From an optimization exercise on the open Yosys and OpenROAD flow, aimed at small area, a short achievable clock period and few clock cycles per item; shortcuts taken in it are not production practice.
Where RTL was checked, it was by simulation tests only, not by an equivalence proof against the original.
Function not checked in runs 1 to 4: the RTL went through the layout flow alone.

==> design.v <==
module RSA_decrypt #(parameter WIDTH = 8)(
    input                clk,
    input                rst_n,
    input                start,
    input  [2*WIDTH-1:0] c,
    input  [2*WIDTH-1:0] d,
    input  [2*WIDTH-1:0] n,
    output [2*WIDTH-1:0] m_decrypted,
    output reg           finish
);
localparam IDLE  = 3'd0;
localparam NORM  = 3'd1;
localparam STEP  = 3'd2;
localparam CONV  = 3'd3;
localparam SHIFT = 3'd4;
localparam OP_INIT = 2'd0;
localparam OP_SQ   = 2'd1;
localparam OP_MUL  = 2'd2;
localparam OP_FIX  = 2'd3;
reg  [2:0]  state;
reg  [1:0]  op;
reg  [16:0] r;       
reg  [15:0] a;       
reg  [15:0] nn;      
reg  [16:0] dd;      
reg  [3:0]  k;       
reg  [3:0]  j;       
reg         xb;      
reg         lst;     
reg  [18:0] ws, wc;  
reg         pend;    
assign m_decrypted = r[15:0];
wire [4:0]  eg   = ws[18:14] & wc[18:14];
wire [4:0]  ep   = ws[18:14] ^ wc[18:14];
wire [4:0]  ecy;
assign ecy[0] = 1'b0;
assign ecy[1] = eg[0];
assign ecy[2] = eg[1] | (ep[1] & eg[0]);
assign ecy[3] = eg[2] | (ep[2] & eg[1]) | (ep[2] & ep[1] & eg[0]);
assign ecy[4] = eg[3] | (ep[3] & eg[2]) | (ep[3] & ep[2] & eg[1]) | (ep[3] & ep[2] & ep[1] & eg[0]);
wire [4:0]  west = ep ^ ecy;
wire signed [4:0] ws5 = west;
wire        n14  = nn[14];
wire        qz_e = (west[4:1] == 4'b1111);           
wire        qp_e = !west[4];                         
wire        q2_e = n14 ? ((ws5 < -5'sd5) || (ws5 >= 5'sd4)) : ((ws5 < -5'sd4) || (ws5 >= 5'sd3));
wire        fixs = (op == OP_FIX);                   
wire        addn  = fixs ? r[16] : (!qz_e && !qp_e && !q2_e);    
wire        add2n = !fixs && !qp_e && q2_e;                      
wire        subn  = !fixs && qp_e && !q2_e;                      
wire        sub2n = !fixs && qp_e && q2_e;                       
wire [18:0] x1   = {ws[17:0], 1'b0};
wire [18:0] x2   = {wc[17:0], 1'b0};
wire [18:0] x3   = {{2{r[16]}}, r} & {19{xb}};
wire [18:0] s1   = x1 ^ x2 ^ x3;
wire [18:0] c1   = {(x1[17:0] & x2[17:0]) | (x1[17:0] & x3[17:0]) | (x2[17:0] & x3[17:0]), 1'b0};
wire [18:0] n2   = {2'b00, nn, 1'b0};
wire [18:0] n4   = {1'b0, nn, 2'b00};
wire [18:0] mm   = ({19{addn}} & n2) | ({19{add2n}} & n4) | ({19{subn}} & ~n2) | ({19{sub2n}} & ~n4);
wire [18:0] c1i  = {c1[18:2], pend, subn | sub2n};    
wire [18:0] p2   = s1 ^ c1i;
wire [18:0] g2   = s1 & c1i;
wire [18:0] o2   = s1 | c1i;
wire [18:0] s2   = p2 ^ mm;
wire [18:0] c2   = {(mm[17:0] & o2[17:0]) | g2[17:0], 1'b0};
wire [16:0] vsum = ws[17:1] + wc[17:1];
wire [3:0]  jend  = (op == OP_SQ) ? k : 4'd0;
wire [3:0]  jn    = j - 4'd1;
wire        xnext = (op == OP_SQ) ? r[jn] : (op == OP_MUL) ? a[jn] : 1'b0;
wire        dlast = (dd[15:0] == 16'h8000);
reg  [3:0]  amsb;
integer i;
always @(*) begin
    amsb = 4'd0;
    for (i = 0; i < 16; i = i + 1)
        if (a[i]) amsb = i;
end
wire        go_mul = (op != OP_FIX) && dd[16];
wire        go_fix = (op != OP_FIX) && !dd[16] && dlast;
wire        go_sq  = (op != OP_FIX) && !dd[16] && !dlast;
wire        cv     = (state == CONV) && (op != OP_FIX);
wire        ldneg  = cv && go_sq && vsum[16];
wire        ldx1   = cv && (go_sq ? vsum[15] : go_mul ? a[amsb] : 1'b1);
wire [18:0] rx     = {{2{vsum[16]}}, vsum};
always @(posedge clk) begin
    if (state == STEP) begin
        ws   <= s2;
        wc   <= c2;
        pend <= 1'b0;
    end else begin
        ws   <= rx & {19{ldx1}};
        wc   <= {~rx[17:0], 1'b1} & {19{ldneg}};
        pend <= ldneg;
    end
end
always @(posedge clk or negedge rst_n) begin
    if (!rst_n) begin
        state  <= IDLE;
        finish <= 1'b0;
    end else begin
        finish <= 1'b0;
        case (state)
        IDLE:  if (start) state <= NORM;
        NORM:  if ((nn[15] | nn[14]) & (dd[16] | dd[15])) state <= STEP;
        STEP:  if (lst) state <= CONV;
        CONV:  begin
            if (op == OP_FIX) begin
                if (k == 4'd0) begin state <= IDLE; finish <= 1'b1; end
                else state <= SHIFT;
            end else state <= STEP;
        end
        SHIFT: if (k == 4'd1) begin state <= IDLE; finish <= 1'b1; end
        default: state <= IDLE;
        endcase
    end
end
always @(posedge clk) begin
    case (state)
    IDLE: begin                  
        r  <= {1'b0, c};
        a  <= c;
        nn <= n;
        dd <= {d, 1'b1};
        k  <= 4'd0;
    end
    NORM: begin
        if (!nn[15]) begin
            nn <= {nn[14:0], 1'b0};
            k  <= k + 4'd1;
        end
        if (!dd[16]) dd <= {dd[15:0], 1'b0};
        if ((nn[15] | nn[14]) & (dd[16] | dd[15])) begin
            dd[16] <= 1'b0;
            op     <= OP_INIT;
            j      <= k + {3'b000, !nn[15]};
            xb     <= 1'b1;
            lst    <= 1'b0;
        end
    end
    STEP: begin
        if (j == jend) begin
            lst <= 1'b1;
            xb  <= 1'b0;
        end else begin
            j   <= jn;
            xb  <= xnext;
        end
    end
    CONV: begin
        r <= vsum;
        if (go_mul) begin
            dd[16] <= 1'b0;
            op     <= OP_MUL;
            j      <= amsb - 4'd1;
            xb     <= (amsb != 4'd0) & a[amsb - 4'd1];
            lst    <= (amsb == 4'd0);
        end else if (go_fix) begin
            op     <= OP_FIX;
            xb     <= 1'b0;
            lst    <= 1'b1;
        end else if (go_sq) begin
            dd     <= {dd[15:0], 1'b0};
            op     <= OP_SQ;
            j      <= 4'd14;
            xb     <= vsum[14];
            lst    <= 1'b0;
        end
    end
    SHIFT: begin
        r <= {1'b0, r[16:1]};
        k <= k - 4'd1;
    end
    default: ;
    endcase
end
endmodule
==> flow/run.sh <==
#!/bin/bash
set -e
export BUFFER_PORTS_ARGS="-buffer_cell sky130_fd_sc_hd__buf_1"
bash standard.sh > standard.log 2>&1
==> standard.sh <==
#!/bin/bash
# synth_recipe.tcl (not shown) runs the flow's synth.tcl, then flattens the netlist and writes it again
# the make line also repeats each setting of config.mk as NAME=value (left out here)
make -C /OpenROAD-flow-scripts/flow DESIGN_CONFIG=/design/flow/config.mk WORK_HOME=/design/flow/orfs CLKGATE_MAP_FILE= SYNTH_SCRIPT=/design/flow/synth_recipe.tcl "${@:-finish}"
==> config.mk <==
export PLATFORM = sky130hd
export DESIGN_NAME = RSA_decrypt
export DESIGN_NICKNAME = RSA_decrypt
export VERILOG_FILES = /design/flow/design.v
export SDC_FILE = /design/flow/constraint.sdc
export NUM_CORES = 4
export LEC_CHECK = 0
export ABC_AREA = 1
export CAP_MARGIN = 20
export CORE_MARGIN = 2
export CORE_UTILIZATION = 40
export CTS_BUF_LIST = sky130_fd_sc_hd__clkbuf_4 sky130_fd_sc_hd__clkbuf_8
export SETUP_SLACK_MARGIN = 1.8
export SLEW_MARGIN = 20
==> constraint.sdc <==
create_clock -name core_clock -period 5.5 [get_ports {clk}]
set_input_delay 1.1000 -clock core_clock [delete_from_list [all_inputs] [get_ports {clk}]]
set_output_delay 1.1000 -clock core_clock [all_outputs]
set_load 0.01 [all_outputs]
==> results of run 1 <==
==> placed cells by master, fill, tap and decap left out, types with 24 or more instances in the layout <==
cell type,Yosys,layout
nand2_1,292,292
inv_1,119,118
edfxtp_1,78,78
nand3_1,71,71
buf_1,1,67
o21ai_0,41,41
dfxtp_1,38,38
fa_1,36,36
nor2_1,36,34
a21oi_1,31,31
ha_1,24,24
==> worst max path at each step <==
stage | from | end | slack [ns]
final | ws[16]$_DFF_P_ | ws[8]$_DFF_P_ | 2.14
after global routing | ws[16]$_DFF_P_ | ws[6]$_DFF_P_ | 1.89
after CTS | state[2]$_DFFE_PN0P_ | j[3]$_DFFE_PP_ | 2.06
after detailed placement | state[2]$_DFFE_PN0P_ | j[3]$_DFFE_PP_ | 1.07
after global placement | state[2]$_DFFE_PN0P_ | j[3]$_DFFE_PP_ | 1.28
after floorplan | state[1]$_DFFE_PN0P_ | dd[0]$_DFFE_PP_ | 2.16
==> critical path, stage by stage (launching register included) <==
cell and delay, ns:
dfxtp_1 0.34, ha_1 0.39, a21oi_4 0.19, nand2_2 0.11, a21oi_4 0.19, xnor2_4 0.17, nor2_2 0.06, nand4_1 0.09
nand3_2 0.16, nor2_2 0.49, nand2_1 0.11, o2111ai_1 0.30, fa_1 0.52, nand2_1 0.08, nand2_1 0.05
==> cell usage after synthesis, drive strengths merged (4+ instances only) <==
cell type | n | area share [%]
nand2 | 303 | 14
inv | 122 | 5.6
edfxtp | 78 | 29
nand3 | 74 | 4.7
o21ai | 56 | 4.0
nor2 | 40 | 2.0
dfxtp | 38 | 9.4
fa | 36 | 8.9
a21oi | 35 | 2.6
buf | 27 | 2.5
ha | 24 | 3.7
clkbuf | 19 | 0.88
xor2 | 19 | 2.0
o2111ai | 16 | 1.7
o211ai | 11 | 1.0
nor3 | 9 | 0.75
o221ai | 9 | 0.97
nor4 | 8 | 0.62
xnor2 | 8 | 1.1
a31oi | 5 | 0.38
dfrtp | 4 | 1.2
nand4 | 4 | 0.31
o311ai | 4 | 0.43
o31ai | 4 | 0.37
or2 | 4 | 0.31
==> state kept, by name, summed over array words and instances, names as in the netlist <==
register / flops
a: 16
op: 2
finish: 1
nn: 16
state: 3
dd: 17
j: 4
lst: 1
xb: 1
r: 17
ws: 19
wc: 19
k: 4
==> logic make-up after synthesis <==
logic type,after synthesis,synth area share [%]
buf+inv,171,9.12
flops,120,39.4
xor+xnor,27,3.14
fa+ha+maj,60,12.6
compound gates,152,12.7
simple gates,442,23.1
==> timing repair <==
| action | 4_1_cts | 5_1_grt |
|---|---|---|
| gates resized for setup | 4 | 1 |
| endpoints found under the setup margin | 100 | 5 |
| gates cloned | 1 | 0 |
| setup buffers | 0 | 1 |
==> final cells by class <==
cell class                      instances  share of cell area [%]
Inverter                              125                    5.33
Clock inverter                          9                   0.874
Tap cell                              270                    3.80
Timing Repair inverter                  1                  0.0564
Multi-Input combinational cell        681                    47.4
Clock buffer                           23                    3.28
Timing Repair Buffer                   71                    3.17
Sequential cell                       120                    36.1
==> routing by layer <==
metal / wire [um] / GRT usage (%) / vias to the layer above / share of wire, %
li1: - / - / 3318 / -
met1: 10500 / 29.9 / 3201 / 48
met2: 9710 / 32.7 / 226 / 45
met3: 1220 / 3.47 / 22 / 5.6
met4: 287 / 5.39 / 0 / 1.3
met5: 0 / 0 / - / 0
==> results.toml, run 1 <==
[grt]
grt_usage_pct = 20.8
grt_pass1_wl_um = 34700
globalRouteOverflowTotal = 0
grt_pass1_vias = 6482
antenna_found_initial = 0
grt_max_degree = 38

[synthesis]
syn_nets = 1083
seq_area_frac_synth_pct = 39.4
synth_cell_types = 49
synthArstFlopShare_pct = 3.33
ys_warn_count = 1
synth_edf_count = 78
syn_avg_cell_area_um2 = 8.37
ys_ff_latch = 120
syn_inst = 972
synthFlopType = "edfxtp_1"
synth_area_mm2 = 0.00813

[timing]
fin_crit_ns = 3.36
rsz0062_at_grt = "false"
fin_skew_ns = 0.0147
min_period_over_period_pct = 61.0
finalSetupViolCount = 0
slew_violations = 0
worst_pin_slew_ns = 1.04
hold_viol = 0
timing.fmax_mhz = 298
setup_tns_ns = 0
hold_slack_ns = 0.478
setup_ws_ns = 2.14
slew_headroom_pct = 30.5

[place]
gp_routability_congestion = 0.879
dp.cells = 1266
io_buffers = 67
place_area_mm2 = 0.00848
place_ws_ns = 1.07
dp_hpwl_um = 16400

[hold_path]
hold_path_class = "in -> async"

[clock_network]
hold_buffers = 0
cts.htree.levels = 4
insertion_delay_ns = 0.46
cts_tree = "yes"
clkSinkCount = 120
clockBufferDepth = 2
clk_root_buffer_cell = "clkbuf_8"
clkTransAtPathRegs_ns = 0.07
cts_made_buffers = 17

[setup_path]
critPathKind = "reg -> reg"
worst_setup_path_end_kind = "register"
critical_path_required_ns = 5.84
worstPathArrival_ns = 3.69
r2r-start = "ws[16]$_DFF_P_"
worstPathMaxFanout = 15
timing.rr.end = "ws[8]$_DFF_P_"
reg2reg_depth = 14
r2r_slack_ns = 2.14
start_kind = "register"

[layout]
final_area_mm2 = 0.00888
drive_above_1_share_pct = 8.25
stdcell_count = 1300
area_delta_synth_final_pct = 9.18
multiInputGateArea_mm2 = 0.00421
n_antenna_cell = 0
layout.nets = 1128
seq_area_mm2 = 0.00320
fillers = 2032
post-route-util_pct = 44.2

[floorplanning]
die_area_mm2 = 0.0215
die_w_um = 147
chipHeight_um = 147
core-area_mm2 = 0.0201
initial_core_util_pct = 40.5
ioPinCount = 68
fp-row-count = 52

[routing]
dr.pass1.iters = 5
totalWireLength_um = 21700
ant_nets = 0
drc = 0
routedWlPerCell_um = 16.7
viasPerCell = 5.21
drt_iter0_drc = 533
vias = 6767

[outcome]
status = "complete, no violations"

[flow_run]
cap_violations = 0
==> inputs of run 2 (changes only) <==
--- a/config.mk
+++ b/config.mk
@@ -10,5 +10,5 @@
 export CORE_MARGIN = 2
 export CORE_UTILIZATION = 40
 export CTS_BUF_LIST = sky130_fd_sc_hd__clkbuf_4 sky130_fd_sc_hd__clkbuf_8
-export SETUP_SLACK_MARGIN = 1.8
+export SETUP_SLACK_MARGIN = 2.2
 export SLEW_MARGIN = 20
==> results.toml, run 2 <==
[timing]
worst_pin_slew_ns = 1.10
slew_headroom_pct = 27.0
hold_viol = 0
slew_violations = 0
rsz0062_at_grt = "true"
setup_tns_ns = 0
finalSetupViolCount = 0
timing.fmax_mhz = 320
fin_crit_ns = 3.12
fin_skew_ns = 0.0142
min_period_over_period_pct = 56.8

[clock_network]
clk_root_buffer_cell = "clkbuf_8"
cts.htree.levels = 4
insertion_delay_ns = 0.46
cts_made_buffers = 17
hold_buffers = 0
cts_tree = "yes"
clkTransAtPathRegs_ns = 0.09
clkSinkCount = 120
clockBufferDepth = 2

[synthesis]
ys_ff_latch = 120
synthTopCellsByCount = "nand2_1, inv_1, edfxtp_1"
syn_avg_cell_area_um2 = 8.37
yosysTopAreaCellShare_pct = 28.8
synthArstFlopShare_pct = 3.33
ys_warn_count = 1
synth_cell_types = 49
seq_area_frac_synth_pct = 39.4
synth_area_mm2 = 0.00813
synth_edf_count = 78
synthFlopType = "edfxtp_1"
synth_area_leaders = "edfxtp_1, nand2_1, dfxtp_1, fa_1, inv_1"
synth.most_common_cell = "nand2_1"
syn_nets = 1083
synth_top_cell_by_area = "edfxtp_1"
syn_inst = 972

[setup_path]
path_cells = "ha_2 -> a21oi_4 -> nand2_2 -> a21oi_4 -> xnor2_4 -> nor2_2 -> nand4_1 -> nand3_4 -> nand3_2 -> o21ai_4 -> a21oi_1 -> fa_1 -> or2_2 -> nand2_1"
r2r_slack_ns = 2.38
slowest_delay_ns = 0.44
cpMostUsedCell = "a21oi_4"
critPathSlowestCell = "fa_1"
reg2reg_depth = 14
start_kind = "register"
critical_path_required_ns = 5.90
worstPathArrival_ns = 3.52
r2r-start = "ws[16]$_DFF_P_"
critPathKind = "reg -> reg"
worstPathMaxFanout = 8
timing.rr.end = "ws[1]$_DFF_P_"
worst_setup_path_end_kind = "register"

[floorplanning]
ioPinCount = 68
die_w_um = 147
die_area_mm2 = 0.0215
fp-row-count = 52
chipHeight_um = 147
initial_core_util_pct = 40.5
core-area_mm2 = 0.0201

[layout]
area_delta_synth_final_pct = 12.3
fillers = 1980
layout.nets = 1140
multiInputGateArea_mm2 = 0.00435
seq_area_mm2 = 0.00320
final_common_cell = "nand2_1"
stdcell_count = 1312
drive_above_1_share_pct = 10.7
layout_common_cells = "nand2_1, inv_1, edfxtp_1"
final_area_mm2 = 0.00914
n_antenna_cell = 0
largest_registers = "wc (19), ws (19)"

[routing]
ant_nets = 0
vias = 6825
dr.pass1.iters = 5
drc = 0
routedWlPerCell_um = 17.0
totalWireLength_um = 22400
viasPerCell = 5.20
drt_iter0_drc = 523

[grt]
globalRouteOverflowTotal = 0
antenna_found_initial = 0
grt_usage_pct = 21.3
grt_pass1_wl_um = 35200
grt_max_degree = 37
grt_pass1_vias = 6444

[hold_path]
hold_path_class = "in -> async"

[place]
dp.cells = 1266
io_buffers = 67
place_area_mm2 = 0.00848
gp_routability_congestion = 0.906
dp_hpwl_um = 16400

[outcome]
status = "complete, no violations"

[flow_run]
cap_violations = 0
run 2: cell counts after synthesis:
No cell type changed its count.
run 2: worst max path at each step:
stage	startpoint	endpoint	slack, ns	cells past startpoint
CTS	ws[16]$_DFF_P_	ws[8]$_DFF_P_	2.27	12
floorplan	ws[16]$_DFF_P_	ws[1]$_DFF_P_	2.65	15
global placement	state[2]$_DFFE_PN0P_	j[3]$_DFFE_PP_	1.33	7
detailed placement	state[2]$_DFFE_PN0P_	j[3]$_DFFE_PP_	1.07	7
global route	ws[14]$_DFF_P_	ws[10]$_DFF_P_	2.17	16
finish	ws[16]$_DFF_P_	ws[1]$_DFF_P_	2.38	14
run 2: kinds of logic (layout without fill, tap and decap cells):
group	count (synthesis)	count (layout)	share of synthesized area, %
xor+xnor	27	27	3.14
flops	120	120	39.4
simple gates	442	442	23.1
buf+inv	171	240	9.12
compound gates	152	153	12.7
fa+ha+maj	60	60	12.6
run 2: routing by layer:
metal / share of wire [%] / vias to the layer above / GRT usage (%)
met4: 1.1 / 0 / 4.90
met1: 47 / 3236 / 31.0
li1: - / 3345 / -
met5: 0 / - / 0
met2: 45 / 225 / 32.6
met3: 6.6 / 19 / 4.53
run 2: what timing repair did:
action / CTS / global route
pin swaps: 1 / 2
setup buffers: 4 / 7
endpoints found under the setup margin: 144 / 45
cloned: 2 / 1
resized for setup: 7 / 19
run 2: critical path, delay by kind of cell, from the launching register on:
family	cells	cell delay (ns)
AND/OR/NAND/NOR	7	1.09
adder cells (fa/ha/maj)	2	0.77
AO/OA/AOI/OAI	4	0.69
flip-flops	1	0.39
XOR/XNOR	1	0.12
run 2: area by class of cell:
type                       instances  share of cell area (%)
clock buffer                      17                    2.56
clock inverter                    15                    1.56
inverter                         125                    5.22
multi-input combinational        682                    47.6
sequential                       120                    35.1
tap                              270                    3.70
timing repair buffer              81                    4.18
timing repair inverter             2                   0.110
run 2: stage by stage:
stage | util (%) | worst slack, ns | hold WS, ns
final | 45.4 | 2.38 | 0.460
after global routing | 45.4 | 2.17 | 0.461
after CTS | 44.4 | 2.27 | 0.452
after detailed placement | 42.2 | 1.07 | 0.538
after global placement | 42.2 | 1.33 | 0.541
after floorplan | - | 2.65 | 0.499
==> inputs of run 3 (changes only) <==
--- a/config.mk
+++ b/config.mk
@@ -5,7 +5,7 @@
 export SDC_FILE = /design/flow/constraint.sdc
 export NUM_CORES = 4
 export LEC_CHECK = 0
-export ABC_AREA = 1
+export ABC_AREA = 0
 export CAP_MARGIN = 20
 export CORE_MARGIN = 2
 export CORE_UTILIZATION = 40
==> results.toml, run 3 <==
[synthesis]
synthFlopType = "edfxtp_1"
synth_area_mm2 = 0.00825
syn_inst = 797
ys_ff_latch = 120
synth_area_leaders = "edfxtp_1, dfxtp_1, fa_1, nand2_1, ha_1"
synthArstFlopShare_pct = 3.33
synth_edf_count = 78
seq_area_frac_synth_pct = 38.8
synth_cell_types = 77
synth_top_cell_by_area = "edfxtp_1"
synth.most_common_cell = "nand2_1"
synthTopCellsByCount = "nand2_1, edfxtp_1, nor2_1"
syn_avg_cell_area_um2 = 10.3
syn_nets = 908
yosysTopAreaCellShare_pct = 28.4
ys_warn_count = 1

[timing]
fin_crit_ns = 3.28
setup_tns_ns = 0
slew_headroom_pct = 40.9
min_period_over_period_pct = 59.7
hold_slack_ns = 0.475
setup_ws_ns = 2.22
timing.fmax_mhz = 305
rsz0062_at_grt = "true"
finalSetupViolCount = 0
fin_skew_ns = 0.0147
slew_violations = 0
hold_viol = 0
worst_pin_slew_ns = 0.886

[layout]
n_antenna_cell = 0
largest_registers = "wc (19), ws (19)"
layout_common_cells = "nand2_1, edfxtp_1, buf_1"
area_delta_synth_final_pct = 13.6
final_common_cell = "nand2_1"
drive_above_1_share_pct = 14.3
stdcell_count = 1131
layout.nets = 959

[routing]
met2_length_um = 9840
topRoutingLayerUsed = "met4"
routedWlPerCell_um = 19.6
drc = 0
vias = 6496
wl_met3_um = 1460
ant_nets = 0
dr.pass1.iters = 5
met1_length_um = 10500
drt_iter0_drc = 476
totalWireLength_um = 22200
viasPerCell = 5.74

[hold_path]
hold_path_class = "in -> async"

[clock_network]
insertion_delay_ns = 0.45
clockBufferDepth = 2
hold_buffers = 0
clkSinkCount = 120
cts_tree = "yes"
clkTransAtPathRegs_ns = 0.08
cts_made_buffers = 17
clk_root_buffer_cell = "clkbuf_8"
cts.htree.levels = 4

[floorplanning]
die_w_um = 148
fp-row-count = 52
chipHeight_um = 148
initial_core_util_pct = 40.8
ioPinCount = 68
core-area_mm2 = 0.0202
die_area_mm2 = 0.0218

[outcome]
status = "complete, no violations"

[setup_path]
critical_path_required_ns = 5.84
r2r-start = "ws[14]$_DFF_P_"
critPathSlowestCell = "fa_2"
reg2reg_depth = 12
worst_setup_path_end_kind = "register"
crit_family = "compound AO/OA/AOI/OAI gates"
critPathKind = "reg -> reg"
worstPathArrival_ns = 3.62
timing.rr.end = "ws[16]$_DFF_P_"
worst-path-buf-inv = 1
start_kind = "register"
slowest_delay_ns = 0.48
path_cells = "ha_4 -> fa_2 -> nor2_4 -> o21ba_4 -> o31ai_4 -> o211ai_1 -> nand2_4 -> nor3_4 -> buf_6 -> a221o_1 -> fa_1 -> a22o_1"
worstPathMaxFanout = 8
r2r_slack_ns = 2.22

[place]
io_buffers = 67
gp_routability_congestion = 0.847
dp.cells = 1083
dp_hpwl_um = 15900
place_ws_ns = 1.52

[grt]
globalRouteOverflowTotal = 0
antenna_found_initial = 0
grt_pass1_wl_um = 35300
grt_pass1_vias = 6235
grt_usage_pct = 20.6
grt_max_degree = 35

[flow_run]
cap_violations = 0
[run 3: cell count changes in the layout (fill, tap and decap cells not counted), sizes merged, moves of 15 or more]
cell | previous run | this run
a221o | 0 | 16
and2 | 0 | 38
o2111ai | 16 | 0
a22oi | 0 | 15
inv | 126 | 23
nand2 | 303 | 99
mux2i | 0 | 22
mux2 | 0 | 16
nand3 | 74 | 8
a22o | 0 | 21
[run 3: layout make-up]
class / instances / area (um2)
fillers: 1905 / 10900
multi-input cells: 601 / 4860
flip-flops and latches: 120 / 3210
repair buffers: 92 / 487
well taps: 270 / 338
clock buffers: 17 / 234
clock inverters: 15 / 184
inverters: 16 / 60.1
[run 3: cell families (layout without fill, tap and decap cells)]
group | after synthesis | count (layout) | share of synthesized area [%]
xor+xnor | 28 | 28 | 3.16
buf+inv | 76 | 140 | 4.72
mux | 48 | 48 | 7.59
fa+ha+maj | 60 | 60 | 12.4
compound gates | 213 | 213 | 18.3
flops | 120 | 120 | 38.8
simple gates | 252 | 252 | 15.0
[run 3: worst max path at each step]
stage / startpoint / slack, ns / end / cells after the start
after floorplan: ws[14]$_DFF_P_ / 2.20 / ws[16]$_DFF_P_ / 13
after global placement: ws[14]$_DFF_P_ / 1.58 / ws[16]$_DFF_P_ / 10
after detailed placement: ws[14]$_DFF_P_ / 1.52 / ws[11]$_DFF_P_ / 10
after CTS: ws[15]$_DFF_P_ / 2.20 / ws[13]$_DFF_P_ / 11
after global routing: a[5]$_DFFE_PP_ / 2.08 / xb$_DFFE_PP_ / 8
final: ws[14]$_DFF_P_ / 2.22 / ws[16]$_DFF_P_ / 12
[run 3: through the flow]
step | utilization [%] | cell area, um2
global placement | 42.5 | 8610
finish | 46.3 | 9370
CTS | 45.1 | 9130
floorplan | - | 8260
detailed placement | 42.5 | 8610
global route | 46.3 | 9370
[run 3: metal layers]
layer / vias to the layer above / GRT usage, %
met5: - / 0
met4: 0 / 5.53
li1: 3046 / -
met3: 32 / 3.40
met1: 3174 / 31.7
met2: 244 / 30.1
[run 3: what timing repair did]
action                                  4_1_cts  5_1_grt
endpoints found under the setup margin       31       33
hold endpoints to repair                      0        0
setup buffers                                 7        7
pin swaps                                     4       10
gates resized for setup                       7       36
cloned                                        0        1
==> inputs of run 4 (changes only) <==
--- a/config.mk
+++ b/config.mk
@@ -5,10 +5,10 @@
 export SDC_FILE = /design/flow/constraint.sdc
 export NUM_CORES = 4
 export LEC_CHECK = 0
-export ABC_AREA = 0
+export ABC_AREA = 1
 export CAP_MARGIN = 20
 export CORE_MARGIN = 2
 export CORE_UTILIZATION = 40
 export CTS_BUF_LIST = sky130_fd_sc_hd__clkbuf_4 sky130_fd_sc_hd__clkbuf_8
-export SETUP_SLACK_MARGIN = 2.2
+export SETUP_SLACK_MARGIN = 2.6
 export SLEW_MARGIN = 20
==> results.toml, run 4 <==
[clock_network]
insertion_delay_ns = 0.46
clockBufferDepth = 2
cts.htree.levels = 4
hold_buffers = 0
clkSinkCount = 120
clkTransAtPathRegs_ns = 0.09
cts_tree = "yes"
cts_made_buffers = 17
clk_root_buffer_cell = "clkbuf_8"

[setup_path]
critPathSlowestCell = "fa_2"
critical_path_required_ns = 5.90
worstPathMaxFanout = 7
worst_setup_path_end_kind = "register"
start_kind = "register"
path_cells = "ha_4 -> nand3_2 -> nand2_4 -> xor2_2 -> inv_1 -> nor2_2 -> nand4_1 -> nand3_4 -> nor3_4 -> buf_6 -> buf_12 -> buf_4 -> nand2_4 -> o2111ai_4 -> fa_2 -> nand2_1 -> nand2_1"
critPathKind = "reg -> reg"
worstPathArrival_ns = 3.49
slowest_delay_ns = 0.60

[grt]
grt_usage_pct = 22.2
antenna_found_initial = 0
grt_max_degree = 37
grt_pass1_vias = 6698
globalRouteOverflowTotal = 0
grt_pass1_wl_um = 36600

[layout]
fillers = 1889
post-route-util_pct = 48.9
largest_registers = "wc (19), ws (19)"
drive_above_1_share_pct = 19.1
area_delta_synth_final_pct = 20.9
layout_common_cells = "nand2_1, inv_1, edfxtp_1"
n_antenna_cell = 0
seq_area_mm2 = 0.00323
final_common_cell = "nand2_1"
layout.nets = 1169
multiInputGateArea_mm2 = 0.00474
final_area_mm2 = 0.00983

[timing]
slew_violations = 0
timing.fmax_mhz = 324
worst_pin_slew_ns = 0.739
setup_ws_ns = 2.41
rsz0062_at_grt = "true"
hold_viol = 0
fin_skew_ns = 0.0123
slew_headroom_pct = 50.6
fin_crit_ns = 3.09
min_period_over_period_pct = 56.2
finalSetupViolCount = 0
setup_tns_ns = 0

[synthesis]
syn_nets = 1083
synth.most_common_cell = "nand2_1"
synthArstFlopShare_pct = 3.33
synth_top_cell_by_area = "edfxtp_1"
synth_area_leaders = "edfxtp_1, nand2_1, dfxtp_1, fa_1, inv_1"
seq_area_frac_synth_pct = 39.4
ys_warn_count = 1
synth_cell_types = 49
syn_inst = 972
syn_avg_cell_area_um2 = 8.37
synthTopCellsByCount = "nand2_1, inv_1, edfxtp_1"
yosysTopAreaCellShare_pct = 28.8
synth_edf_count = 78
ys_ff_latch = 120
synth_area_mm2 = 0.00813
synthFlopType = "edfxtp_1"

[routing]
drc = 0
drt_iter0_drc = 558
vias = 7067
viasPerCell = 5.27
routedWlPerCell_um = 17.6
ant_nets = 0
totalWireLength_um = 23600
dr.pass1.iters = 5

[floorplanning]
chipHeight_um = 147
die_area_mm2 = 0.0215
fp-row-count = 52
core-area_mm2 = 0.0201
die_w_um = 147
initial_core_util_pct = 40.5
ioPinCount = 68

[place]
place_ws_ns = 1.07
gp_routability_congestion = 0.906
place_area_mm2 = 0.00848
dp_hpwl_um = 16400
io_buffers = 67

[hold_path]
hold_path_class = "in -> async"

[outcome]
status = "complete, no violations"

[flow_run]
cap_violations = 0
==> run 4: cell types whose count changed after synthesis, sizes merged, moves of 21 or more <==
cell,before,now
nand2,99,303
and2,38,0
a22o,21,0
nand3,8,74
inv,15,122
mux2i,22,0
==> run 4: per-stage QoR <==
| stage | cells | hold WS, ns |
|---|---|---|
| 3_5_place_dp | 1266 | 0.538 |
| 2_1_floorplan | 972 | 0.499 |
| 3_3_place_gp | 1266 | 0.541 |
| 6_report | 1341 | 0.469 |
| 5_1_grt | 1341 | 0.461 |
| 4_1_cts | 1318 | 0.452 |
==> run 4: final cells by class <==
cell class | count | area share, %
Clock buffer | 17 | 2.38
Clock inverter | 15 | 1.45
Timing Repair inverter | 2 | 0.102
Sequential cell | 120 | 32.8
Multi-Input combinational cell | 682 | 48.2
Tap cell | 270 | 3.44
Timing Repair Buffer | 110 | 6.71
Inverter | 125 | 4.94
==> run 4: worst max-delay path, delay by kind of cell, from the launching register on <==
kind / cells / cell delay, ns
simple gates: 9 / 0.95
fa+ha+maj: 2 / 0.89
xor+xnor: 1 / 0.18
flops: 1 / 0.38
buf+inv: 4 / 0.47
compound gates: 1 / 0.16
==> run 4: kinds of logic (layout without fill, tap and decap cells) <==
group           Yosys count  count (layout)  share of synthesized area [%]
simple gates            442             443                           23.1
buf+inv                 171             269                           9.12
compound gates          152             152                           12.7
flops                   120             120                           39.4
fa+ha+maj                60              60                           12.6
xor+xnor                 27              27                           3.14
==> run 4: timing repair <==
item / 4_1_cts / 5_1_grt
cloned: 4 / 1
pin swaps: 43 / 23
buffers inserted: 16 / 22
resized for setup: 75 / 52
endpoints found under the setup margin: 145 / 91
==> run 4: final timing paths <==
check / cells past startpoint / slack, ns / to / start
min: 1 / 0.47 / state[1]$_DFFE_PN0P_ / rst_n
max reg2reg: 17 / 2.41 / ws[5]$_DFF_P_ / ws[15]$_DFF_P_
min in group core_clock: 2 / 0.56 / dd[15]$_DFFE_PP_ / dd[14]$_DFFE_PP_
max in group asynchronous: 1 / 4.82 / state[0]$_DFFE_PN0P_ / rst_n
min reg2reg: 2 / 0.56 / dd[15]$_DFFE_PP_ / dd[14]$_DFFE_PP_
max: 17 / 2.41 / ws[5]$_DFF_P_ / ws[15]$_DFF_P_
==> run 4: layer usage <==
metal	wire length, um	track usage, %	share of wire (%)	up-vias
met5	0	0	0	-
met3	1450	5.06	6.1	30
met2	11000	34.8	46	244
li1	-	-	-	3406
met4	412	5.58	1.7	0
met1	10800	31.1	46	3387
==> inputs of run 5 (changes only) <==
--- a/design.v
+++ b/design.v
@@ -75,10 +75,10 @@
     for (i = 0; i < 16; i = i + 1)
         if (a[i]) amsb = i;
 end
-wire        go_mul = (op != OP_FIX) && dd[16];
-wire        go_fix = (op != OP_FIX) && !dd[16] && dlast;
-wire        go_sq  = (op != OP_FIX) && !dd[16] && !dlast;
-wire        cv     = (state == CONV) && (op != OP_FIX);
+wire        go_mul = (state == CONV) && (op != OP_FIX) && dd[16];
+wire        go_fix = (state == CONV) && (op != OP_FIX) && !dd[16] && dlast;
+wire        go_sq  = (state == CONV) && (op != OP_FIX) && !dd[16] && !dlast;
+wire        cv     = (state == CONV) || (state == SHIFT);
 wire        ldneg  = cv && go_sq && vsum[16];
 wire        ldx1   = cv && (go_sq ? vsum[15] : go_mul ? a[amsb] : 1'b1);
 wire [18:0] rx     = {{2{vsum[16]}}, vsum};
@@ -167,7 +167,7 @@
         end
     end
     SHIFT: begin
-        r <= {1'b0, r[16:1]};
+        r <= vsum;
         k <= k - 4'd1;
     end
     default: ;
--- a/config.mk
+++ b/config.mk
@@ -8,7 +8,7 @@
 export ABC_AREA = 1
 export CAP_MARGIN = 20
 export CORE_MARGIN = 2
-export CORE_UTILIZATION = 40
+export CORE_UTILIZATION = 60
 export CTS_BUF_LIST = sky130_fd_sc_hd__clkbuf_4 sky130_fd_sc_hd__clkbuf_8
-export SETUP_SLACK_MARGIN = 2.6
+export SETUP_SLACK_MARGIN = 2.2
 export SLEW_MARGIN = 20
==> results.toml, run 5 <==
[outcome]
status = "complete, no violations"

[floorplanning]
chipHeight_um = 119
fp-row-count = 42
ioPinCount = 68
initial_core_util_pct = 60.8
die_w_um = 119
die_area_mm2 = 0.0142
core-area_mm2 = 0.0131

[setup_path]
critical_path_required_ns = 5.83
r2r-start = "ws[14]$_DFF_P_"
worstPathArrival_ns = 3.54
critPathKind = "reg -> reg"
worstPathMaxFanout = 16
cpMostUsedCell = "nand2_1"
worst_setup_path_end_kind = "register"
critPathSlowestCell = "fa_1"
path_cells = "ha_1 -> fa_2 -> or2_2 -> nand2_1 -> inv_1 -> a31oi_1 -> nand3_1 -> nand3_4 -> nand2_4 -> o2111ai_1 -> fa_1 -> nand2_1 -> nand2_1"
timing.rr.end = "ws[7]$_DFF_P_"
r2r_slack_ns = 2.29
start_kind = "register"
slowest_delay_ns = 0.49
reg2reg_depth = 13

[layout]
n_antenna_cell = 0
final_common_cell = "nand2_1"
layout.nets = 1104
drive_above_1_share_pct = 8.85
largest_registers = "wc (19), ws (19)"
area_delta_synth_final_pct = 10.2
layout_common_cells = "nand2_1, inv_1, edfxtp_1"

[synthesis]
ys_ff_latch = 120
synth_edf_count = 78
synth.most_common_cell = "nand2_1"
syn_inst = 941
yosysTopAreaCellShare_pct = 29.4
synth_area_mm2 = 0.00795
synth_area_leaders = "edfxtp_1, nand2_1, dfxtp_1, fa_1, inv_1"
ys_warn_count = 1
synthTopCellsByCount = "nand2_1, inv_1, edfxtp_1"
seq_area_frac_synth_pct = 40.3
synth_top_cell_by_area = "edfxtp_1"
syn_nets = 1052
syn_avg_cell_area_um2 = 8.45
synthFlopType = "edfxtp_1"
synth_cell_types = 52
synthArstFlopShare_pct = 3.33

[clock_network]
cts_tree = "yes"
clk_root_buffer_cell = "clkbuf_8"
clkSinkCount = 120
clockBufferDepth = 2
clkTransAtPathRegs_ns = 0.08
cts.htree.levels = 4
cts_made_buffers = 17
insertion_delay_ns = 0.45
hold_buffers = 0

[timing]
rsz0062_at_grt = "true"
fin_crit_ns = 3.21
min_period_over_period_pct = 58.4
finalSetupViolCount = 0
setup_tns_ns = 0
slew_headroom_pct = 42.3
fin_skew_ns = 0.0120
timing.fmax_mhz = 312
hold_slack_ns = 0.469
slew_violations = 0
worst_pin_slew_ns = 0.860
hold_viol = 0

[routing]
vias = 6806
drt_iter0_drc = 627
ant_nets = 0
routedWlPerCell_um = 17.6
viasPerCell = 5.76
drc = 0
dr.pass1.iters = 5
totalWireLength_um = 20800

[place]
dp_hpwl_um = 15500
gp_routability_congestion = 0.974
io_buffers = 67

[hold_path]
hold_path_class = "in -> async"

[flow_run]
cap_violations = 0

[grt]
globalRouteOverflowTotal = 0
grt_usage_pct = 29.9
grt_pass1_vias = 6411
grt_pass1_wl_um = 32900
antenna_found_initial = 0
grt_max_degree = 38
## run 5: kinds of logic after synthesis
logic type	Yosys count	share of synthesized area, %
adders and majority gates	60	12.8
and+or+nand+nor	430	22.8
xor gates and xnor gates	31	3.74
AOI/OAI and AO/OA	145	11.8
buffers and inverters	155	8.53
DFF	120	40.3
## run 5: what timing repair did
item,CTS,global route
setup buffers,0,4
endpoints found under the setup margin,0,43
gates resized for setup,0,15
## run 5: layout make-up
class | count | area [um2]
Multi-Input combinational cell | 667 | 4170
Clock inverter | 13 | 154
Inverter | 112 | 420
Fill cell | 1092 | 4320
Timing Repair Buffer | 75 | 337
Sequential cell | 120 | 3200
Clock buffer | 19 | 255
Tap cell | 176 | 220
## run 5: worst max-delay path, delay by kind of cell (launching register included)
family	cells	cell delay [ns]
adders and majority gates	3	1.09
AOI/OAI and AO/OA	2	0.60
buffers and inverters	1	0.06
and+or+nand+nor	7	0.99
DFF	1	0.34
## run 5: worst max path at each step
stage | startpoint | slack (ns) | end
after floorplan | state[0]$_DFFE_PN0P_ | 2.35 | dd[0]$_DFFE_PP_
after global placement | state[2]$_DFFE_PN0P_ | 2.32 | j[0]$_DFFE_PP_
after detailed placement | state[2]$_DFFE_PN0P_ | 2.27 | j[2]$_DFFE_PP_
after CTS | ws[14]$_DFF_P_ | 2.25 | ws[1]$_DFF_P_
after global routing | ws[15]$_DFF_P_ | 2.12 | ws[7]$_DFF_P_
final | ws[14]$_DFF_P_ | 2.29 | ws[7]$_DFF_P_
## run 5: routing by layer
layer / GRT usage [%] / vias to the layer above / share of wire (%)
li1: - / 3216 / -
met1: 41.5 / 3279 / 44
met2: 47.4 / 275 / 47
met3: 6.99 / 36 / 7.2
met4: 7.96 / 0 / 1.9
met5: 0 / - / 0
## run 5: through the flow
| step | cells | util (%) | area [um2] | setup slack (ns) |
|---|---|---|---|---|
| final | 1182 | 67.0 | 8760 | 2.29 |
| after global placement | 1145 | 62.7 | 8210 | 2.32 |
| after global routing | 1182 | 67.0 | 8760 | 2.12 |
| after CTS | 1177 | 65.8 | 8620 | 2.25 |
| after detailed placement | 1145 | 62.7 | 8210 | 2.27 |
| after floorplan | 941 | - | 7950 | 2.35 |
Testbench counts of run 5, summed over its fixed seeds: cycles 4,298, ops 12.
==> inputs of run 6 (changes only) <==
--- a/config.mk
+++ b/config.mk
@@ -8,7 +8,9 @@
 export ABC_AREA = 1
 export CAP_MARGIN = 20
 export CORE_MARGIN = 2
-export CORE_UTILIZATION = 60
+export CORE_UTILIZATION = 40
 export CTS_BUF_LIST = sky130_fd_sc_hd__clkbuf_4 sky130_fd_sc_hd__clkbuf_8
+export CTS_CLUSTER_DIAMETER = 100
+export CTS_CLUSTER_SIZE = 40
 export SETUP_SLACK_MARGIN = 2.2
 export SLEW_MARGIN = 20
==> results.toml, run 6 <==
[place]
gp_routability_congestion = 0.887
io_buffers = 67
dp_hpwl_um = 16100

[clock_network]
clkSinkCount = 120
cts_tree = "yes"
clk_root_buffer_cell = "clkbuf_8"
clockBufferDepth = 2
cts_made_buffers = 17
hold_buffers = 0
cts.htree.levels = 4
clkTransAtPathRegs_ns = 0.08
insertion_delay_ns = 0.45

[routing]
ant_nets = 0
met2_length_um = 9320
topRoutingLayerUsed = "met4"
vias = 6488
drt_iter0_drc = 439
viasPerCell = 5.12
wl_met3_um = 1200
routedWlPerCell_um = 16.4
met1_length_um = 10100
drc = 0
totalWireLength_um = 20800
dr.pass1.iters = 5

[setup_path]
critPathSlowestCell = "fa_1"
slowest_delay_ns = 0.44
worstPathMaxFanout = 16
timing.rr.end = "ws[1]$_DFF_P_"
worstPathArrival_ns = 3.54
start_kind = "register"
crit_start = "wc[14]$_DFF_P_"
reg2reg_depth = 14
worst_setup_path_end_kind = "register"
critPathKind = "reg -> reg"
r2r-start = "wc[14]$_DFF_P_"
r2r_slack_ns = 2.36
worst-path-buf-inv = 1
critical_path_required_ns = 5.89
path_cells = "ha_1 -> fa_1 -> or2_2 -> nand2_1 -> inv_1 -> a31oi_1 -> nand3_1 -> nand3_2 -> nand3_1 -> nand2_4 -> a21oi_2 -> fa_1 -> or2_2 -> nand2_1"
crit_family = "simple AND/OR/NAND/NOR gates"

[synthesis]
yosysTopAreaCellShare_pct = 29.4
ys_warn_count = 1
syn_avg_cell_area_um2 = 8.45
syn_nets = 1052
synth_area_mm2 = 0.00795
seq_area_frac_synth_pct = 40.3
synth_top_cell_by_area = "edfxtp_1"
synth.most_common_cell = "nand2_1"
synthArstFlopShare_pct = 3.33
synthFlopType = "edfxtp_1"
synth_area_leaders = "edfxtp_1, nand2_1, dfxtp_1, fa_1, inv_1"
ys_ff_latch = 120
synthTopCellsByCount = "nand2_1, inv_1, edfxtp_1"
synth_cell_types = 52
syn_inst = 941
synth_edf_count = 78

[timing]
worst_pin_slew_ns = 0.866
rsz0062_at_grt = "true"
timing.fmax_mhz = 318
finalSetupViolCount = 0
setup_tns_ns = 0
slew_headroom_pct = 41.9
hold_slack_ns = 0.477
slew_violations = 0
min_period_over_period_pct = 57.1
fin_crit_ns = 3.14
hold_viol = 0
fin_skew_ns = 0.0114

[layout]
layout_common_cells = "nand2_1, inv_1, edfxtp_1"
final_common_cell = "nand2_1"
n_antenna_cell = 0
drive_above_1_share_pct = 9.17
largest_registers = "wc (19), ws (19)"
layout.nets = 1102
area_delta_synth_final_pct = 10.8
post-route-util_pct = 45.3

[floorplanning]
fp-row-count = 51
chipHeight_um = 145
core-area_mm2 = 0.0195
initial_core_util_pct = 40.9
die_w_um = 145
ioPinCount = 68
die_area_mm2 = 0.0210

[outcome]
status = "complete, no violations"

[grt]
grt_max_degree = 38
antenna_found_initial = 0
grt_pass1_wl_um = 33900
globalRouteOverflowTotal = 0
grt_usage_pct = 20.5
grt_pass1_vias = 6234

[hold_path]
hold_path_class = "in -> async"

[flow_run]
cap_violations = 0
[run 6: repair_timing]
| item | CTS | global route |
|---|---|---|
| setup buffers | 0 | 1 |
| setup endpoints to repair | 0 | 40 |
| resized for setup | 0 | 16 |
[run 6: area by class of cell]
| cell class | instances | area, um2 |
|---|---|---|
| inverters | 112 | 420 |
| well taps | 265 | 332 |
| repair buffers | 74 | 317 |
| clock buffers | 17 | 234 |
| multi-input cells | 666 | 4170 |
| flip-flops and latches | 120 | 3200 |
| fillers | 1963 | 10600 |
| clock inverters | 14 | 141 |
[run 6: logic make-up (layout without fill, tap and decap cells)]
| group | Yosys count | after routing | share of synthesized area [%] |
|---|---|---|---|
| compound gates | 145 | 145 | 11.8 |
| xor+xnor | 31 | 31 | 3.74 |
| fa+ha+maj | 60 | 60 | 12.8 |
| buf+inv | 155 | 217 | 8.53 |
| flops | 120 | 120 | 40.3 |
| simple gates | 430 | 430 | 22.8 |
[run 6: worst max-delay path by stage]
stage	to	cells past startpoint
6_report	ws[1]$_DFF_P_	14
5_1_grt	ws[15]$_DFF_P_	15
4_1_cts	ws[10]$_DFF_P_	14
3_5_place_dp	ws[10]$_DFF_P_	14
3_3_place_gp	wc[9]$_DFF_P_	13
2_1_floorplan	dd[0]$_DFFE_PP_	5
[run 6: metrics by stage]
step	std cells	worst slack [ns]	cell area (um2)
3_5_place_dp	1236	2.28	8330
4_1_cts	1267	2.27	8710
3_3_place_gp	1236	2.30	8330
2_1_floorplan	941	2.35	7950
6_report	1268	2.36	8820
5_1_grt	1268	2.17	8820
[run 6: routing by layer]
metal  vias up  global-route usage [%]
li1       3220                       -
met1      3038                    30.1
met2       208                    31.0
met3        22                    3.93
met4         0                    5.40
met5         -                       0
==> inputs of run 7 (changes only) <==
--- a/config.mk
+++ b/config.mk
@@ -10,7 +10,5 @@
 export CORE_MARGIN = 2
 export CORE_UTILIZATION = 40
 export CTS_BUF_LIST = sky130_fd_sc_hd__clkbuf_4 sky130_fd_sc_hd__clkbuf_8
-export CTS_CLUSTER_DIAMETER = 100
-export CTS_CLUSTER_SIZE = 40
 export SETUP_SLACK_MARGIN = 2.2
 export SLEW_MARGIN = 20
==> results.toml, run 7 <==
[floorplanning]
chipHeight_um = 145
fp-row-count = 51
die_w_um = 145
core-area_mm2 = 0.0195
ioPinCount = 68
initial_core_util_pct = 40.9
die_area_mm2 = 0.0210

[layout]
final_area_mm2 = 0.00882
layout.nets = 1102
area_delta_synth_final_pct = 10.8
post-route-util_pct = 45.3
largest_registers = "wc (19), ws (19)"
fillers = 1963
layout_common_cells = "nand2_1, inv_1, edfxtp_1"
n_antenna_cell = 0
final_common_cell = "nand2_1"
drive_above_1_share_pct = 9.17

[clock_network]
cts_made_buffers = 17
clkSinkCount = 120
cts_tree = "yes"
cts.htree.levels = 4
clockBufferDepth = 2
clk_root_buffer_cell = "clkbuf_8"
insertion_delay_ns = 0.45
hold_buffers = 0
clkTransAtPathRegs_ns = 0.08

[synthesis]
synth_area_leaders = "edfxtp_1, nand2_1, dfxtp_1, fa_1, inv_1"
syn_inst = 941
ys_warn_count = 1
synth_compound_area_share_pct = 11.8
syn_nets = 1052
synth_area_mm2 = 0.00795
ys_ff_latch = 120
synthMuxAreaShare_pct = 0
synthSimpleGateAreaFrac_pct = 22.8
synth_cell_types = 52
synthXorXnorAreaFrac_pct = 3.74
synthArstFlopShare_pct = 3.33
syn_avg_cell_area_um2 = 8.45
synthFlopType = "edfxtp_1"
yosysTopAreaCellShare_pct = 29.4
synthTopCellsByCount = "nand2_1, inv_1, edfxtp_1"
synth_top_family_by_area = "simple AND/OR/NAND/NOR gates"
seq_area_frac_synth_pct = 40.3
synth_top_cell_by_area = "edfxtp_1"
synth.most_common_cell = "nand2_1"
synth_edf_count = 78
synthAdderAreaFrac_pct = 12.8

[place]
io_buffers = 67
dp_hpwl_um = 16100
gp_routability_congestion = 0.887
place_area_mm2 = 0.00833

[setup_path]
start_kind = "register"
timing.rr.end = "ws[1]$_DFF_P_"
worst_setup_path_end_kind = "register"
r2r-start = "wc[14]$_DFF_P_"
worstPathArrival_ns = 3.54
critPathKind = "reg -> reg"
reg2reg_depth = 14
worstPathMaxFanout = 16
r2r_slack_ns = 2.36
critical_path_required_ns = 5.89

[flow_run]
cap_violations = 0

[timing]
setup_tns_ns = 0
slew_headroom_pct = 41.9
finalSetupViolCount = 0
hold_viol = 0
min_period_over_period_pct = 57.1
worst_pin_slew_ns = 0.866
fin_crit_ns = 3.14
fin_skew_ns = 0.0114
slew_violations = 0
timing.fmax_mhz = 318
rsz0062_at_grt = "true"

[grt]
grt_usage_pct = 20.5
grt_pass1_wl_um = 33900
antenna_found_initial = 0
grt_pass1_vias = 6234
globalRouteOverflowTotal = 0
grt_max_degree = 38

[outcome]
status = "complete, no violations"

[routing]
ant_nets = 0
dr.pass1.iters = 5
totalWireLength_um = 20800
drt_iter0_drc = 439
routedWlPerCell_um = 16.4
viasPerCell = 5.12
drc = 0
vias = 6488

[hold_path]
hold_path_class = "in -> async"
## run 7: cell counts after synthesis
No cell type changed its count.
## run 7: metrics by stage
stage / std cells / setup slack [ns] / hold slack (ns)
after global placement: 1236 / 2.30 / 0.536
after global routing: 1268 / 2.17 / 0.470
final: 1268 / 2.36 / 0.477
after floorplan: 941 / 2.35 / 0.499
after CTS: 1267 / 2.27 / 0.459
after detailed placement: 1236 / 2.28 / 0.538
## run 7: what timing repair did
action | CTS | global route
setup endpoints to repair | 0 | 40
setup buffers | 0 | 1
resized for setup | 0 | 16
## run 7: worst max-delay path: stages, from the launching register on
cell and delay, ns:
dfxtp_1 0.34, ha_1 0.21, fa_1 0.44, or2_2 0.30, nand2_1 0.06, inv_1 0.06
a31oi_1 0.13, nand3_1 0.11, nand3_2 0.21, nand3_1 0.15, nand2_4 0.19, a21oi_2 0.11
fa_1 0.43, or2_2 0.29, nand2_1 0.06
## run 7: layout make-up
cell class	count	area (um2)	area share, %
Multi-Input combinational cell	666	4170	47.3
Sequential cell	120	3200	36.3
Clock buffer	17	234	2.65
Tap cell	265	332	3.76
Clock inverter	14	141	1.60
Inverter	112	420	4.77
Timing Repair Buffer	74	317	3.59
## run 7: logic make-up after synthesis
family / Yosys count
compound gates: 145
xor+xnor: 31
fa+ha+maj: 60
buf+inv: 155
flops: 120
simple gates: 430
## run 7: layer usage
layer / vias up / global-route usage [%] / routed length, um
met2: 208 / 31.0 / 9320
met3: 22 / 3.93 / 1200
met1: 3038 / 30.1 / 10100
li1: 3220 / - / -
met4: 0 / 5.40 / 262
met5: - / 0 / 0
## run 7: how the worst max path moves through the flow
| stage | startpoint | endpoint | cells past startpoint |
|---|---|---|---|
| final | wc[14]$_DFF_P_ | ws[1]$_DFF_P_ | 14 |
| after global routing | ws[15]$_DFF_P_ | ws[15]$_DFF_P_ | 15 |
| after CTS | ws[15]$_DFF_P_ | ws[10]$_DFF_P_ | 14 |
| after detailed placement | ws[16]$_DFF_P_ | ws[10]$_DFF_P_ | 14 |
| after global placement | ws[1]$_DFF_P_ | wc[9]$_DFF_P_ | 13 |
| after floorplan | state[0]$_DFFE_PN0P_ | dd[0]$_DFFE_PP_ | 5 |
==> inputs of run 8 (changes only) <==
--- a/config.mk
+++ b/config.mk
@@ -10,5 +10,6 @@
 export CORE_MARGIN = 2
 export CORE_UTILIZATION = 40
 export CTS_BUF_LIST = sky130_fd_sc_hd__clkbuf_4 sky130_fd_sc_hd__clkbuf_8
+export PLACE_DENSITY = 0.75
 export SETUP_SLACK_MARGIN = 2.2
 export SLEW_MARGIN = 20
==> results.toml, run 8 <==
[routing]
vias = 6699
drt_iter0_drc = 535
viasPerCell = 5.28
routedWlPerCell_um = 16.2
totalWireLength_um = 20600
drc = 0
ant_nets = 0
dr.pass1.iters = 5

[floorplanning]
core-area_mm2 = 0.0195
ioPinCount = 68
die_w_um = 145
die_area_mm2 = 0.0210
chipHeight_um = 145
initial_core_util_pct = 40.9
fp-row-count = 51

[setup_path]
critical_path_required_ns = 5.85
worstPathArrival_ns = 3.55
reg2reg_depth = 13
timing.rr.end = "ws[9]$_DFF_P_"
crit_end = "ws[9]$_DFF_P_"
start_kind = "register"
r2r-start = "ws[14]$_DFF_P_"
worst_setup_path_end_kind = "register"
worstPathMaxFanout = 16
crit_start = "ws[14]$_DFF_P_"
r2r_slack_ns = 2.30
critPathKind = "reg -> reg"

[timing]
slew_headroom_pct = 39.2
min_period_over_period_pct = 58.1
timing.fmax_mhz = 313
worst_pin_slew_ns = 0.907
slew_violations = 0
finalSetupViolCount = 0
fin_crit_ns = 3.20
hold_viol = 0
rsz0062_at_grt = "true"
fin_skew_ns = 0.00779
setup_tns_ns = 0

[synthesis]
synthTopCellsByCount = "nand2_1, inv_1, edfxtp_1"
synth_area_mm2 = 0.00795
syn_nets = 1052
ys_warn_count = 1
synth_edf_count = 78
synthFlopType = "edfxtp_1"
synth.most_common_cell = "nand2_1"
ys_ff_latch = 120
syn_avg_cell_area_um2 = 8.45
syn_inst = 941
synth_area_leaders = "edfxtp_1, nand2_1, dfxtp_1, fa_1, inv_1"
yosysTopAreaCellShare_pct = 29.4
synth_cell_types = 52
synthArstFlopShare_pct = 3.33
seq_area_frac_synth_pct = 40.3
synth_top_cell_by_area = "edfxtp_1"

[place]
dp.cells = 1235
io_buffers = 67
dp_hpwl_um = 15600
gp_routability_congestion = 0.918

[layout]
largest_registers = "wc (19), ws (19)"
layout.nets = 1101
final_common_cell = "nand2_1"
n_antenna_cell = 0
stdcell_count = 1268
layout_common_cells = "nand2_1, inv_1, edfxtp_1"
drive_above_1_share_pct = 8.18
area_delta_synth_final_pct = 10.7

[grt]
globalRouteOverflowTotal = 0
grt_max_degree = 38
grt_pass1_vias = 6499
grt_pass1_wl_um = 33500
antenna_found_initial = 0
grt_usage_pct = 20.0

[outcome]
status = "complete, no violations"

[clock_network]
cts.htree.levels = 4
cts_tree = "yes"
insertion_delay_ns = 0.46
clkSinkCount = 120
clk_root_buffer_cell = "clkbuf_8"
clockBufferDepth = 2
clkTransAtPathRegs_ns = 0.08
cts_made_buffers = 17

[flow_run]
cap_violations = 0

[hold_path]
hold_path_class = "in -> async"
-- run 8: how the worst min path moves through the flow --
stage	slack, ns	to	from	cells after the start
floorplan	0.50	ws[0]$_DFF_P_	r[0]$_DFFE_PP_	2
global placement	0.53	dd[2]$_DFFE_PP_	dd[1]$_DFFE_PP_	2
detailed placement	0.55	dd[8]$_DFFE_PP_	dd[7]$_DFFE_PP_	2
CTS	0.45	finish$_DFF_PN0_	rst_n	1
global route	0.44	finish$_DFF_PN0_	rst_n	1
finish	0.45	finish$_DFF_PN0_	rst_n	1
-- run 8: per-stage QoR --
| step | instance area (um2) | hold WS (ns) | util, % | setup WS [ns] |
|---|---|---|---|---|
| final | 8810 | 0.453 | 45.2 | 2.30 |
| after global routing | 8810 | 0.444 | 45.2 | 2.16 |
| after CTS | 8760 | 0.452 | 45.0 | 2.31 |
| after detailed placement | 8330 | 0.547 | 42.8 | 2.32 |
| after global placement | 8330 | 0.532 | 42.8 | 2.35 |
| after floorplan | 7950 | 0.499 | - | 2.35 |
-- run 8: per-layer routing --
layer	up-vias	track usage, %	share of wire (%)
li1	3215	-	-
met2	294	29.6	43
met5	-	0	0
met1	3163	28.5	46
met3	27	5.75	8.6
met4	0	6.09	1.4
-- run 8: worst max-delay path, stage by stage (launching register included) --
cell and delay, ns:
dfxtp_1 0.34, ha_1 0.23, fa_1 0.42, or2_2 0.29, nand2_1 0.06, inv_1 0.05
a31oi_1 0.14, nand3_1 0.11, nand3_2 0.18, nand2_2 0.23, o2111ai_1 0.42, fa_1 0.48
nand2_1 0.08, nand2_1 0.05
-- run 8: logic make-up (layout without fill, tap and decap cells) --
group / Yosys count / count (layout) / synth area share (%)
buffers and inverters: 155 / 217 / 8.53
AOI/OAI and AO/OA: 145 / 145 / 11.8
xor gates and xnor gates: 31 / 31 / 3.74
and+or+nand+nor: 430 / 430 / 22.8
DFF: 120 / 120 / 40.3
adders and majority gates: 60 / 60 / 12.8
-- run 8: cell type report --
| type | count | area [um2] |
|---|---|---|
| fillers | 1888 | 10700 |
| multi-input cells | 666 | 4110 |
| flip-flops and latches | 120 | 3200 |
| inverters | 112 | 420 |
| well taps | 265 | 332 |
| repair buffers | 73 | 309 |
| clock buffers | 17 | 234 |
| clock inverters | 15 | 201 |
-- run 8: repair_timing --
item,in CTS,in global routing
hold buffers,0,0
buffers inserted,0,1
gates resized for setup,0,5
endpoints found under the setup margin,0,37
==> inputs of run 9 (changes only) <==
--- a/config.mk
+++ b/config.mk
@@ -10,6 +10,5 @@
 export CORE_MARGIN = 2
 export CORE_UTILIZATION = 40
 export CTS_BUF_LIST = sky130_fd_sc_hd__clkbuf_4 sky130_fd_sc_hd__clkbuf_8
-export PLACE_DENSITY = 0.75
-export SETUP_SLACK_MARGIN = 2.2
+export SETUP_SLACK_MARGIN = 2.4
 export SLEW_MARGIN = 20
==> results.toml, run 9 <==
[synthesis]
syn_avg_cell_area_um2 = 8.45
synthTopCellsByCount = "nand2_1, inv_1, edfxtp_1"
ys_ff_latch = 120
yosysTopAreaCellShare_pct = 29.4
synth_edf_count = 78
seq_area_frac_synth_pct = 40.3
ys_warn_count = 1
syn_inst = 941
synthArstFlopShare_pct = 3.33
syn_nets = 1052
synth_cell_types = 52
synth.most_common_cell = "nand2_1"
synth_area_mm2 = 0.00795
synth_area_leaders = "edfxtp_1, nand2_1, dfxtp_1, fa_1, inv_1"
synthFlopType = "edfxtp_1"
synth_top_cell_by_area = "edfxtp_1"

[timing]
finalSetupViolCount = 0
worst_pin_slew_ns = 0.813
min_period_over_period_pct = 57.7
hold_viol = 0
timing.fmax_mhz = 315
slew_headroom_pct = 45.4
slew_violations = 0
setup_ws_ns = 2.33
rsz0062_at_grt = "true"
setup_tns_ns = 0
fin_crit_ns = 3.17
fin_skew_ns = 0.0135
hold_slack_ns = 0.476

[layout]
fillers = 1900
post-route-util_pct = 48.8
drive_above_1_share_pct = 15.3
area_delta_synth_final_pct = 19.4
largest_registers = "wc (19), ws (19)"
final_common_cell = "nand2_1"
layout.nets = 1124
layout_common_cells = "nand2_1, inv_1, edfxtp_1"
n_antenna_cell = 0

[floorplanning]
fp-row-count = 51
core-area_mm2 = 0.0195
initial_core_util_pct = 40.9
chipHeight_um = 145
ioPinCount = 68
die_w_um = 145
die_area_mm2 = 0.0210

[setup_path]
path_cells = "ha_4 -> a21oi_4 -> o21ai_4 -> a21oi_4 -> xnor2_4 -> nor2_2 -> nand4_1 -> nand3_4 -> nor3_4 -> buf_12 -> buf_4 -> nand2_2 -> o2111ai_4 -> fa_1 -> nand2_1 -> nand2_1"
r2r_slack_ns = 2.33
r2r-start = "wc[16]$_DFF_P_"
worstPathMaxFanout = 7
worstPathArrival_ns = 3.52
crit_start = "wc[16]$_DFF_P_"
start_kind = "register"
timing.rr.end = "ws[14]$_DFF_P_"
critPathSlowestCell = "fa_1"
critPathKind = "reg -> reg"
worst_setup_path_end_kind = "register"
reg2reg_depth = 16
crit_end = "ws[14]$_DFF_P_"
critical_path_required_ns = 5.84
slowest_delay_ns = 0.44

[routing]
ant_nets = 0
totalWireLength_um = 21800
dr.pass1.iters = 5
routedWlPerCell_um = 16.9
drt_iter0_drc = 452
viasPerCell = 5.13
drc = 0
vias = 6623

[clock_network]
clk_root_buffer_cell = "clkbuf_8"
clkTransAtPathRegs_ns = 0.08
cts_made_buffers = 17
clkSinkCount = 120
cts.htree.levels = 4
cts_tree = "yes"
insertion_delay_ns = 0.46
hold_buffers = 0
clockBufferDepth = 2

[grt]
grt_max_degree = 38
grt_pass1_vias = 6173
grt_pass1_wl_um = 33700
grt_usage_pct = 20.2
antenna_found_initial = 0
globalRouteOverflowTotal = 0

[hold_path]
hold_path_class = "in -> async"

[outcome]
status = "complete, no violations"

[place]
place_ws_ns = 2.29
gp_routability_congestion = 0.889
io_buffers = 67
dp_hpwl_um = 15900

[flow_run]
cap_violations = 0
## run 9: layer usage
layer,part of all wire (%),vias up,global-route usage [%]
met5,0,-,0
met2,45,215,30.5
li1,-,3257,-
met3,4.9,30,4.06
met1,48,3121,29.8
met4,1.6,0,5.15
## run 9: stage by stage
step | instance area, um2 | cells
5_1_grt | 9500 | 1291
2_1_floorplan | 7960 | 941
4_1_cts | 8820 | 1270
3_5_place_dp | 8330 | 1236
3_3_place_gp | 8330 | 1236
6_report | 9500 | 1291
## run 9: layout make-up
cell class / instances / area [um2] / share of cell area (%)
multi-input combinational: 667 / 4580 / 48.2
sequential: 120 / 3220 / 33.9
timing repair buffer: 95 / 524 / 5.52
inverter: 112 / 428 / 4.50
tap: 265 / 332 / 3.49
clock buffer: 17 / 234 / 2.46
clock inverter: 15 / 189 / 1.99
## run 9: what timing repair did
action	in CTS	in global routing
cloned	1	1
pin swaps	2	53
setup buffers	1	20
setup endpoints to repair	17	78
resized for setup	7	92
## run 9: cells by family (layout without fill, tap and decap cells)
| kind of cell | count (synthesis) | after routing | share of synthesized area, % |
|---|---|---|---|
| compound gates | 145 | 145 | 11.8 |
| xor+xnor | 31 | 31 | 3.74 |
| fa+ha+maj | 60 | 60 | 12.8 |
| buf+inv | 155 | 239 | 8.53 |
| flops | 120 | 120 | 40.3 |
| simple gates | 430 | 431 | 22.8 |
## run 9: worst max-delay path, delay by kind of cell, from the launching register on
| kind | cells | cell delay [ns] |
|---|---|---|
| simple gates | 7 | 0.94 |
| fa+ha+maj | 2 | 0.71 |
| compound gates | 4 | 0.60 |
| flops | 1 | 0.37 |
| buf+inv | 2 | 0.28 |
| xor+xnor | 1 | 0.16 |
## run 9: worst min path at each step
stage / start / endpoint / slack [ns]
2_1_floorplan: r[0]$_DFFE_PP_ / ws[0]$_DFF_P_ / 0.50
3_3_place_gp: dd[1]$_DFFE_PP_ / dd[2]$_DFFE_PP_ / 0.53
3_5_place_dp: dd[0]$_DFFE_PP_ / dd[1]$_DFFE_PP_ / 0.54
4_1_cts: rst_n / finish$_DFF_PN0_ / 0.46
5_1_grt: rst_n / finish$_DFF_PN0_ / 0.47
6_report: rst_n / finish$_DFF_PN0_ / 0.48

[port drivers added, routing unchanged]
Ports are ideal in the flow. The routed layouts listed here were re-timed in OpenROAD.
Step 1, drivers: a clkbuf_16 drives clk and a buf_2 each remaining input, both assumed.
Step 2 adds t to the input delays and takes it off the output delays; t is the mean of the earliest and latest rising clock arrival at the registers after step 1. Input paths then give back, and output paths get back, about the clock's delay inside the block.
Three values: ideal ports, drivers, drivers and shift; two values: the first two.
run	t, ns	setup slack, ns	clock arrival spread, ns
run 1	0.487	2.143 / 2.143 / 2.143	0.018 / 0.018
run 2	0.499	2.376 / 2.376 / 2.376	0.015 / 0.014
run 3	0.482	2.217 / 2.217 / 2.217	0.014 / 0.015
run 4	0.497	2.409 / 2.409 / 2.409	0.013 / 0.013
run 5	0.481	2.290 / 2.290 / 2.290	0.012 / 0.012
run 6	0.486	2.358 / 2.358 / 2.358	0.012 / 0.012
run 7	0.486	2.358 / 2.358 / 2.358	0.012 / 0.012
run 8	0.501	2.302 / 2.302 / 2.302	0.007 / 0.008
run 9	0.489	2.327 / 2.327 / 2.327	0.013 / 0.013
After both steps setup and hold are still met in every run listed.
